Background: an optimization exercise with open tools, aiming at small area, a short achievable clock period and few clock cycles. Do not read the settings as production practice.
Only simulation tests tie the RTL to the original design; equivalence was not proved.

==> build 92: inputs <==
==> flow/design.v <==
`timescale 1ns / 1ps
module RISC_V_Base_data_path(
    input  logic        cpu_clk,
    input  logic        reset,
    output logic [31:0] imem_addr,
    input  logic [31:0] imem_rdata,
    output logic [31:0] dmem_addr,
    output logic [31:0] dmem_wdata,
    output logic [3:0]  dmem_wmask,
    input  logic [31:0] dmem_rdata
);
    logic [31:2] pc;                        
    logic [31:0] ir;                        
    logic        d_valid;
    logic [31:0] ex_a, ex_b, ex_c;          
    logic [2:0]  ex_f3;                     
    logic [2:0]  ex_op;                     
    logic        ex_alt;                    
    logic        ex_cmp;                    
    logic        ex_link;                   
    logic        ex_pred;                   
    logic [4:0]  ex_rd;
    logic        ex_we, ex_ld, ex_st, ex_br, ex_jalr;    
    logic [31:0] mw_x;                      
    logic [31:0] mw_wdata;
    logic [3:0]  mw_wmask;
    logic [4:0]  mw_rd;
    logic        mw_we, mw_ld;
    logic [2:0]  mw_f3;
    logic [31:0] rf [1:31];
    assign imem_addr = {pc, 2'b00};
    logic [4:0] opc, rs1, rs2, rd;
    logic [2:0] f3;
    assign opc = ir[6:2];
    assign rs1 = ir[19:15];
    assign rs2 = ir[24:20];
    assign rd  = ir[11:7];
    assign f3  = ir[14:12];
    logic d_load, d_opimm, d_auipc, d_store, d_op, d_lui, d_br, d_jalr, d_jal;
    assign d_br    =  opc[4] & ~opc[0];
    assign d_jalr  =  opc[4] &  opc[0] & ~opc[1];
    assign d_jal   =  opc[4] &  opc[1];
    assign d_load  = ~opc[4] & ~opc[3] & ~opc[2];
    assign d_store = ~opc[4] &  opc[3] & ~opc[2];
    assign d_opimm = ~opc[4] & ~opc[3] &  opc[2] & ~opc[0];
    assign d_auipc = ~opc[4] & ~opc[3] &  opc[2] &  opc[0];
    assign d_op    = ~opc[4] &  opc[3] &  opc[2] & ~opc[0];
    assign d_lui   = ~opc[4] &  opc[3] &  opc[2] &  opc[0];
    logic use1, use2, wr;
    assign use1 = ~(d_lui | d_auipc | d_jal);
    assign use2 = d_op | d_br | d_store;
    assign wr   = ~(d_br | d_store) & (rd != 5'd0);
    logic [31:0] imm_i, imm_s, imm_u4;
    logic [31:2] imm_bj, off_bj;
    assign imm_i  = {{20{ir[31]}}, ir[31:20]};
    assign imm_s  = {{20{ir[31]}}, ir[31:25], ir[11:7]};
    assign imm_u4 = {ir[31:12] - 20'd1, 12'hffc};
    assign imm_bj = d_jal ? {{12{ir[31]}}, ir[19:12], ir[20], ir[30:22]}
                          : {{20{ir[31]}}, ir[7], ir[30:25], ir[11:9]};
    assign off_bj = imm_bj - 30'd1;
    logic [31:2] pc4, target;
    assign pc4    = pc + 30'd1;
    assign target = pc + off_bj;
    logic pred;                             
    logic same;                             
    assign same = rs1 == rs2;
    assign pred = d_valid & (d_jal | (d_br & (same ? ~(f3[2] ^ f3[0]) : ir[31])));
    logic [31:0] wb;
    logic [31:0] r1, r2, v1, v2;
    always_comb begin
        r1 = 32'b0;
        r2 = 32'b0;
        for (int i = 1; i < 32; i++) begin
            r1 = r1 | (rf[i] & {32{rs1 == i[4:0]}});
            r2 = r2 | (rf[i] & {32{rs2 == i[4:0]}});
        end
    end
    assign v1 = (mw_we && rs1 == mw_rd) ? mw_x : r1;
    assign v2 = (mw_we && rs2 == mw_rd) ? mw_x : r2;
    logic fa, fb, fc;
    assign fa = use1 & ex_we & (rs1 == ex_rd);
    assign fb = (d_op | d_br) & ex_we & (rs2 == ex_rd);
    assign fc = d_store & ex_we & (rs2 == ex_rd);
    logic stall, redirect, bubble;
    logic [31:2] redirect_pc;
    assign stall  = d_valid && ((ex_ld && ((use1 && rs1 == ex_rd) || (use2 && rs2 == ex_rd))) ||
                                (mw_ld && ((use1 && rs1 == mw_rd) || (use2 && rs2 == mw_rd))));
    assign bubble = ~d_valid | stall | redirect;
    logic [31:2] pc_next;
    assign pc_next = redirect ? redirect_pc : stall ? pc : pred ? target : pc4;
    always_ff @(posedge cpu_clk) begin
        pc <= reset ? 30'h20000000 : pc_next;
    end
    always_ff @(posedge cpu_clk or posedge reset) begin
        if (reset)           d_valid <= 1'b0;
        else if (redirect)   d_valid <= 1'b0;
        else if (!stall)     d_valid <= ~pred;
    end
    always_ff @(posedge cpu_clk) begin
        if (!stall) ir <= imem_rdata;
    end
    always_ff @(posedge cpu_clk or posedge reset) begin
        if (reset) begin
            ex_we <= 1'b0; ex_ld <= 1'b0; ex_st <= 1'b0; ex_br <= 1'b0; ex_jalr <= 1'b0;
        end else begin
            ex_we   <= ~bubble & wr;
            ex_ld   <= ~bubble & d_load & wr;
            ex_st   <= ~bubble & d_store;
            ex_br   <= ~bubble & d_br;
            ex_jalr <= ~bubble & d_jalr;
        end
    end
    logic [31:0] res;                       
    always_ff @(posedge cpu_clk) begin
        ex_a    <= fa ? res : d_lui ? 32'b0 : d_auipc ? {pc, 2'b00} : v1;
        ex_b    <= fb ? res : (d_op | d_br) ? v2 : d_store ? imm_s : d_auipc ? imm_u4 : d_lui ? {ir[31:12], 12'b0} : imm_i;
        ex_c    <= fc ? res : d_store ? v2 : {((d_br & ~pred) ? target : pc), 2'b00};
        ex_f3   <= f3;
        ex_op   <= (d_op | d_opimm) ? f3 : 3'b000;
        ex_alt  <= ir[30] & (d_op | d_opimm) & (f3 == 3'b101);
        ex_cmp  <= d_br | ((d_op | d_opimm) & f3[2:1] == 2'b01) | (d_op & f3 == 3'b000 & ir[30]);
        ex_link <= d_jal | d_jalr;
        ex_pred <= pred;
        ex_rd   <= rd;
    end
    logic [31:0] a, b, c;
    assign a = ex_a;
    assign b = ex_b;
    assign c = ex_c;
    logic [32:0] sum;
    assign sum = {1'b0, a} + {1'b0, ex_cmp ? ~b : b} + {32'b0, ex_cmp};
    logic ltu, lt, eq;
    assign ltu = ~sum[32];
    assign lt  = (a[31] ^ b[31]) ? a[31] : sum[31];
    assign eq  = (a == b);
    logic        shl;
    logic [31:0] sh_in, sh_out, sh_rev;
    logic [32:0] sh_ext;
    assign shl = ~ex_op[2];
    always_comb begin
        for (int i = 0; i < 32; i++) sh_rev[i] = a[31 - i];
    end
    assign sh_in  = shl ? sh_rev : a;
    assign sh_ext = {ex_alt & a[31], sh_in};
    logic [31:0] sh_r;
    assign sh_r = 32'($signed(sh_ext) >>> b[4:0]);
    always_comb begin
        for (int i = 0; i < 32; i++) sh_out[i] = shl ? sh_r[31 - i] : sh_r[i];
    end
    logic [31:0] alu;
    always_comb begin
        case (ex_op)
            3'b000: alu = sum[31:0];
            3'b001: alu = sh_out;
            3'b010: alu = {31'b0, lt};
            3'b011: alu = {31'b0, ltu};
            3'b100: alu = a ^ b;
            3'b101: alu = sh_out;
            3'b110: alu = a | b;
            default: alu = a & b;
        endcase
    end
    assign res = ex_link ? c : alu;
    logic taken;
    always_comb begin
        case (ex_f3[2:1])
            2'b00:   taken = eq;
            2'b10:   taken = lt;
            default: taken = ltu;
        endcase
        taken = taken ^ ex_f3[0];
    end
    assign redirect    = ex_jalr | (ex_br & (taken ^ ex_pred));
    assign redirect_pc = ex_jalr ? sum[31:2] : c[31:2];
    always_ff @(posedge cpu_clk or posedge reset) begin
        if (reset) mw_we <= 1'b0;
        else       mw_we <= ex_we;
    end
    always_ff @(posedge cpu_clk) begin
        mw_wmask <= (reset | ~ex_st) ? 4'b0000 :
                    ex_f3[1] ? 4'b1111 :
                    ex_f3[0] ? (sum[1] ? 4'b1100 : 4'b0011) :
                    (4'b0001 << sum[1:0]);
    end
    always_ff @(posedge cpu_clk) begin
        mw_x     <= res;
        mw_wdata <= ex_f3[1] ? c : ex_f3[0] ? {2{c[15:0]}} : {4{c[7:0]}};
        mw_rd    <= ex_rd;
        mw_ld    <= ex_ld;
        mw_f3    <= ex_f3;
    end
    assign dmem_addr  = mw_x;
    assign dmem_wdata = mw_wdata;
    assign dmem_wmask = mw_wmask;
    logic [7:0]  lbyte;
    logic [15:0] lhalf;
    logic [31:0] ldv;
    always_comb begin
        case (mw_x[1:0])
            2'b00:   lbyte = dmem_rdata[7:0];
            2'b01:   lbyte = dmem_rdata[15:8];
            2'b10:   lbyte = dmem_rdata[23:16];
            default: lbyte = dmem_rdata[31:24];
        endcase
        lhalf = mw_x[1] ? dmem_rdata[31:16] : dmem_rdata[15:0];
        case (mw_f3[1:0])
            2'b00:   ldv = {{24{lbyte[7] & ~mw_f3[2]}}, lbyte};
            2'b01:   ldv = {{16{lhalf[15] & ~mw_f3[2]}}, lhalf};
            default: ldv = dmem_rdata;
        endcase
    end
    assign wb = mw_ld ? ldv : mw_x;
    always_ff @(posedge cpu_clk) begin
        if (mw_we) rf[mw_rd] <= wb;
    end
endmodule
==> flow/flow/run.sh <==
#!/bin/bash
# The standard layout, with timing repair aiming for setup slack well
# above zero (the constraints are unchanged), so that the achieved period
# shrinks. The full output of the flow goes to standard.log.
export SETUP_SLACK_MARGIN=11.6
bash standard.sh > standard.log 2>&1
==> flow/standard.sh <==
#!/bin/bash
# synth_recipe.tcl (not shown) runs the flow's synth.tcl, then flattens the netlist and writes it again
# the make line also repeats each setting of config.mk as NAME=value (left out here)
make -C /OpenROAD-flow-scripts/flow DESIGN_CONFIG=/design/flow/config.mk WORK_HOME=/design/flow/orfs CLKGATE_MAP_FILE= SYNTH_SCRIPT=/design/flow/synth_recipe.tcl "${@:-finish}"
==> flow/config.mk <==
export PLATFORM = sky130hd
export DESIGN_NAME = RISC_V_Base_data_path
export DESIGN_NICKNAME = RISC_V_Base_data_path
export VERILOG_FILES = /design/flow/design.v
export SDC_FILE = /design/flow/constraint.sdc
export NUM_CORES = 4
export LEC_CHECK = 0
export ABC_AREA = 1
export CAP_MARGIN = 20
export CORE_MARGIN = 2
export CORE_UTILIZATION = 40
export CTS_CLUSTER_DIAMETER = 100
export CTS_CLUSTER_SIZE = 25
export SLEW_MARGIN = 20
==> flow/constraint.sdc <==
create_clock -name core_clock -period 16.0 [get_ports {cpu_clk}]
set_input_delay 3.2000 -clock core_clock [delete_from_list [all_inputs] [get_ports {cpu_clk}]]
set_output_delay 3.2000 -clock core_clock [all_outputs]
set_load 0.01 [all_outputs]
==> inputs of trial 87, as changes to build 92 <==
--- a/flow/design.v
+++ b/flow/design.v
@@ -13,3 +13,10 @@
     logic [31:0] ir;                        
+    logic [31:2] pc_d;                      
     logic        d_valid;
+    logic        d_hit;                     
+    logic [1:0]  d_hidx;                    
+    logic [3:0]  btb_v;
+    logic [7:2]  btb_tag [0:3];
+    logic [11:2] btb_tgt [0:3];
+    logic [1:0]  btb_rr;                    
     logic [31:0] ex_a, ex_b, ex_c;          
@@ -31,2 +38,15 @@
     assign imem_addr = {pc, 2'b00};
+    logic [3:0]  hit_k;
+    logic        hit;
+    logic [1:0]  hidx;
+    logic [11:2] f_tgt;
+    logic [31:2] f_next;
+    always_comb begin
+        for (int k = 0; k < 4; k++) hit_k[k] = btb_v[k] & (btb_tag[k] == pc[7:2]);
+        hit   = |hit_k;
+        hidx  = {hit_k[3] | hit_k[2], hit_k[3] | hit_k[1]};
+        f_tgt = ({10{hit_k[0]}} & btb_tgt[0]) | ({10{hit_k[1]}} & btb_tgt[1]) |
+                ({10{hit_k[2]}} & btb_tgt[2]) | ({10{hit_k[3]}} & btb_tgt[3]);
+    end
+    assign f_next = hit ? {pc[31:12], f_tgt} : pc + 30'd1;
     logic [4:0] opc, rs1, rs2, rd;
@@ -52,13 +72,12 @@
     assign wr   = ~(d_br | d_store) & (rd != 5'd0);
-    logic [31:0] imm_i, imm_s, imm_u4;
-    logic [31:2] imm_bj, off_bj;
+    logic [31:0] imm_i, imm_s, imm_u;
+    logic [31:2] imm_bj;
     assign imm_i  = {{20{ir[31]}}, ir[31:20]};
     assign imm_s  = {{20{ir[31]}}, ir[31:25], ir[11:7]};
-    assign imm_u4 = {ir[31:12] - 20'd1, 12'hffc};
+    assign imm_u  = {ir[31:12], 12'b0};
     assign imm_bj = d_jal ? {{12{ir[31]}}, ir[19:12], ir[20], ir[30:22]}
                           : {{20{ir[31]}}, ir[7], ir[30:25], ir[11:9]};
-    assign off_bj = imm_bj - 30'd1;
     logic [31:2] pc4, target;
-    assign pc4    = pc + 30'd1;
-    assign target = pc + off_bj;
+    assign pc4    = pc_d + 30'd1;
+    assign target = pc_d + imm_bj;
     logic pred;                             
@@ -88,4 +107,7 @@
     assign bubble = ~d_valid | stall | redirect;
-    logic [31:2] pc_next;
-    assign pc_next = redirect ? redirect_pc : stall ? pc : pred ? target : pc4;
+    logic [31:2] exp_next, pc_next;
+    logic        d_redir;
+    assign exp_next = pred ? target : pc4;
+    assign d_redir  = d_valid & ~stall & (pc != exp_next);
+    assign pc_next  = redirect ? redirect_pc : stall ? pc : d_redir ? exp_next : f_next;
     always_ff @(posedge cpu_clk) begin
@@ -94,8 +116,34 @@
     always_ff @(posedge cpu_clk or posedge reset) begin
-        if (reset)           d_valid <= 1'b0;
-        else if (redirect)   d_valid <= 1'b0;
-        else if (!stall)     d_valid <= ~pred;
-    end
-    always_ff @(posedge cpu_clk) begin
-        if (!stall) ir <= imem_rdata;
+        if (reset)                   d_valid <= 1'b0;
+        else if (redirect | d_redir) d_valid <= 1'b0;
+        else if (!stall)             d_valid <= 1'b1;
+    end
+    always_ff @(posedge cpu_clk) begin
+        if (!stall) begin
+            ir     <= imem_rdata;
+            pc_d   <= pc;
+            d_hit  <= hit;
+            d_hidx <= hidx;
+        end
+    end
+    logic [1:0] wslot;
+    assign wslot = d_hit ? d_hidx : btb_rr;
+    always_ff @(posedge cpu_clk or posedge reset) begin
+        if (reset) begin
+            btb_v  <= 4'b0;
+            btb_rr <= 2'b0;
+        end else if (d_redir && !redirect) begin
+            if (pred) begin
+                btb_v[wslot] <= 1'b1;
+                if (!d_hit) btb_rr <= btb_rr + 2'd1;
+            end else if (d_hit) begin
+                btb_v[d_hidx] <= 1'b0;
+            end
+        end
+    end
+    always_ff @(posedge cpu_clk) begin
+        if (d_redir && !redirect && pred) begin
+            btb_tag[wslot] <= pc_d[7:2];
+            btb_tgt[wslot] <= target[11:2];
+        end
     end
@@ -114,5 +162,5 @@
     always_ff @(posedge cpu_clk) begin
-        ex_a    <= fa ? res : d_lui ? 32'b0 : d_auipc ? {pc, 2'b00} : v1;
-        ex_b    <= fb ? res : (d_op | d_br) ? v2 : d_store ? imm_s : d_auipc ? imm_u4 : d_lui ? {ir[31:12], 12'b0} : imm_i;
-        ex_c    <= fc ? res : d_store ? v2 : {((d_br & ~pred) ? target : pc), 2'b00};
+        ex_a    <= fa ? res : d_lui ? 32'b0 : d_auipc ? {pc_d, 2'b00} : v1;
+        ex_b    <= fb ? res : (d_op | d_br) ? v2 : d_store ? imm_s : (d_lui | d_auipc) ? imm_u : imm_i;
+        ex_c    <= fc ? res : d_store ? v2 : {((d_br & ~pred) ? target : pc4), 2'b00};
         ex_f3   <= f3;
==> summary of the runs <==
- Between trial 87 and build 92, the lower count of clock-buffer cells in the layout is in build 92 (gap 9).
- In build 92 the worst hold slack is worse than in trial 87, by 0.019 ns.
- Utilization: trial 87 is higher than build 92 (0.22 points).
- Against build 92, the synthesized cell count of trial 87 is higher by about 6.5%.
Testbench counts of build 92, summed over its fixed seeds: cycles 361,065.
Testbench counts of trial 87, summed over its fixed seeds: cycles 333,548.

re-timing with driven ports:
The results above use ideal ports. As a check the final layouts listed here were re-extracted and re-timed, cells and wires unchanged. Step 1 sets driving cells, clkbuf_16 on the clock port and buf_2 on the other inputs (assumed; they add their load-dependent delay and slew). Step 2 also shifts input and output timing later by t, the mid clock arrival at the registers, as if the neighbouring blocks saw the same clock. Three values: ideal ports, drivers, drivers and shift; two values: the first two.
| run | t, ns | setup WS [ns] | clock arrival spread, ns | worst data-port slew with drivers (ns) |
|---|---|---|---|---|
| build 92 | 0.867 | 11.283 / 11.283 / 10.684 | 0.089 / 0.089 | 0.06 |
| trial 87 | 0.867 | 11.203 / 11.203 / 10.781 | 0.076 / 0.076 | 0.10 |
After both steps every run listed still meets setup and hold. For build 92, which loses most, drivers alone change the setup slack by 0.000 ns; drivers and shift together by -0.599 ns.
